Context: an optimization exercise on an open-source flow, tuned for small area, a short achievable clock period and few clock cycles. The choices shown serve that exercise and are no tape-out recipe. Power is estimated from default activity; no workload was simulated.

==> module div32, before the edit <==
module div32(
    input clk,
    input rst,
    input start,
    input [31:0] dividend,
    input [31:0] divisor,
    output [31:0] quotient,
    output [31:0] remainder,
    output reg finish
);
reg [31:0] r;       
reg [31:0] q;       
reg [31:0] d;       
reg [4:0]  za;      
reg [5:0]  j;       
reg        norm;    
reg        iter;    
assign quotient  = q;
assign remainder = r;
function [5:0] lzc32;
    input [31:0] x;
    reg [15:0] v1; reg [15:0] c1;
    reg [7:0]  v2; reg [15:0] c2;
    reg [3:0]  v3; reg [11:0] c3;
    reg [1:0]  v4; reg [7:0]  c4;
    integer i;
    begin
        for (i = 0; i < 16; i = i + 1) begin
            v1[i] = x[2*i+1] | x[2*i];
            c1[i] = ~x[2*i+1];
        end
        for (i = 0; i < 8; i = i + 1) begin
            v2[i] = v1[2*i+1] | v1[2*i];
            c2[2*i+:2] = v1[2*i+1] ? {1'b0, c1[2*i+1]} : {1'b1, c1[2*i]};
        end
        for (i = 0; i < 4; i = i + 1) begin
            v3[i] = v2[2*i+1] | v2[2*i];
            c3[3*i+:3] = v2[2*i+1] ? {1'b0, c2[2*(2*i+1)+:2]} : {1'b1, c2[2*(2*i)+:2]};
        end
        for (i = 0; i < 2; i = i + 1) begin
            v4[i] = v3[2*i+1] | v3[2*i];
            c4[4*i+:4] = v3[2*i+1] ? {1'b0, c3[3*(2*i+1)+:3]} : {1'b1, c3[3*(2*i)+:3]};
        end
        lzc32 = {~(v4[1] | v4[0]), v4[1] ? {1'b0, c4[7:4]} : {1'b1, c4[3:0]}};
    end
endfunction
wire [5:0] la = lzc32(dividend);
wire [5:0] lb = lzc32(divisor);
wire [5:0] sh   = {1'b0, j[4:0]} - {1'b0, za};    
wire       triv = j[5] | sh[5];                   
wire [32:0] sub = {1'b0, r} - {1'b0, d};
wire        ge  = ~sub[32];
always @(posedge clk or posedge rst) begin
    if (rst) begin
        finish <= 1'b0;
        norm   <= 1'b0;
        iter   <= 1'b0;
    end else if (start) begin
        finish <= 1'b0;
        norm   <= 1'b1;
        iter   <= 1'b0;
    end else if (norm) begin
        norm   <= 1'b0;
        finish <= triv;
        iter   <= ~triv;
    end else if (iter) begin
        if (j[4:0] == 5'd0) begin
            iter   <= 1'b0;
            finish <= 1'b1;
        end
    end
end
always @(posedge clk) begin
    if (start) begin
        r  <= lb[5] ? 32'b0 : dividend;
        d  <= divisor;
        q  <= 32'b0;
        za <= la[4:0];
        j  <= lb;
    end else if (norm) begin
        d <= d << sh[4:0];
        j <= sh;
    end else if (iter) begin
        if (ge) r <= sub[31:0];
        q <= {q[30:0], ge};
        d <= d >> 1;
        j <= j - 6'd1;
    end else begin
        d <= d >> 1;
    end
end
endmodule
clock: 5.0 ns
lec_check: 0
cap_margin: 20
core_margin: 2
core_utilization: 40
place_density: 0.6
setup_slack_margin: 2.8
slew_margin: 20
run.sh (not shown) runs the stock make flow with config.mk's settings and CLKGATE_MAP_FILE= SYNTH_SCRIPT=/design/flow/synth_recipe.tcl, a recipe that flattens the netlist after the stock synthesis.
Then changed:
--- a/flow/design.v
+++ b/flow/design.v
@@ -44,13 +44,24 @@
         end
         lzc32 = {~(v4[1] | v4[0]), v4[1] ? {1'b0, c4[7:4]} : {1'b1, c4[3:0]}};
     end
 endfunction
 wire [5:0] la = lzc32(dividend);
 wire [5:0] lb = lzc32(divisor);
-wire [5:0] sh   = {1'b0, j[4:0]} - {1'b0, za};    
+wire [4:0] sp = j[4:0] ^ ~za;
+wire [4:0] sg = j[4:0] & ~za;
+wire [5:0] sc;                                    
+assign sc[0] = 1'b1;
+assign sc[1] = sg[0] | sp[0];
+assign sc[2] = sg[1] | (sp[1] & sg[0]) | (sp[1] & sp[0]);
+assign sc[3] = sg[2] | (sp[2] & sg[1]) | (sp[2] & sp[1] & sg[0]) | (sp[2] & sp[1] & sp[0]);
+assign sc[4] = sg[3] | (sp[3] & sg[2]) | (sp[3] & sp[2] & sg[1]) | (sp[3] & sp[2] & sp[1] & sg[0])
+             | (sp[3] & sp[2] & sp[1] & sp[0]);
+assign sc[5] = sg[4] | (sp[4] & sg[3]) | (sp[4] & sp[3] & sg[2]) | (sp[4] & sp[3] & sp[2] & sg[1])
+             | (sp[4] & sp[3] & sp[2] & sp[1] & sg[0]) | (sp[4] & sp[3] & sp[2] & sp[1] & sp[0]);
+wire [5:0] sh   = {~sc[5], sp ^ sc[4:0]};         
 wire       triv = j[5] | sh[5];                   
 wire [32:0] sub = {1'b0, r} - {1'b0, d};
 wire        ge  = ~sub[32];
 always @(posedge clk or posedge rst) begin
     if (rst) begin
         finish <= 1'b0;
Result: Global-route usage goes up by 1.8 points. Worst setup slack improves by 0.14 ns. Area after synthesis goes up by 2.2%. Cell count grows by 4.3%. Sequential cell count stays the same. Core utilization came out higher by 4.3 points. Die area grows by 2.1%. Sequential share of layout area fell by 1.8 points. Wire length rises by 16%. Sequential power stays flat. Worst hold slack loses 0.0038 ns. Clock power fell by 7.2%. Clock skew is lower by 0.0039 ns. First-iteration DRC count grows by 19%.
No functional check of the RTL was part of any run of this note.

[static timing again, ports no longer ideal]
How much do the figures lean on ideal ports? The routed layouts below were timed once more, with nothing changed but the port constraints.
Step 1 (the two cells are an assumption about what drives the block):
set clk [get_ports {clk}]
set_driving_cell -lib_cell sky130_fd_sc_hd__clkbuf_16 $clk
set_driving_cell -lib_cell sky130_fd_sc_hd__buf_2 [delete_from_list [all_inputs] $clk]
Step 2 moves the port delays by t, midway between the first and last clock arrival at a register: inputs arrive t later, outputs are due t later. That takes back most of the time a late clock gives input paths.
a / b / c = no drivers / after step 1 / after step 2; a / b = the first two.
run | shift t [ns] | slack for setup (ns) | worst data-port slew with drivers (ns)
the first run | 0.417 | 2.027 / 2.027 / 2.027 | 0.06
the second run | 0.408 | 2.168 / 2.168 / 1.809 | 0.06
After both steps setup and hold are still met in every run listed. For the second run, which loses most, drivers alone change the setup slack by 0.000 ns; drivers and shift together by -0.359 ns.
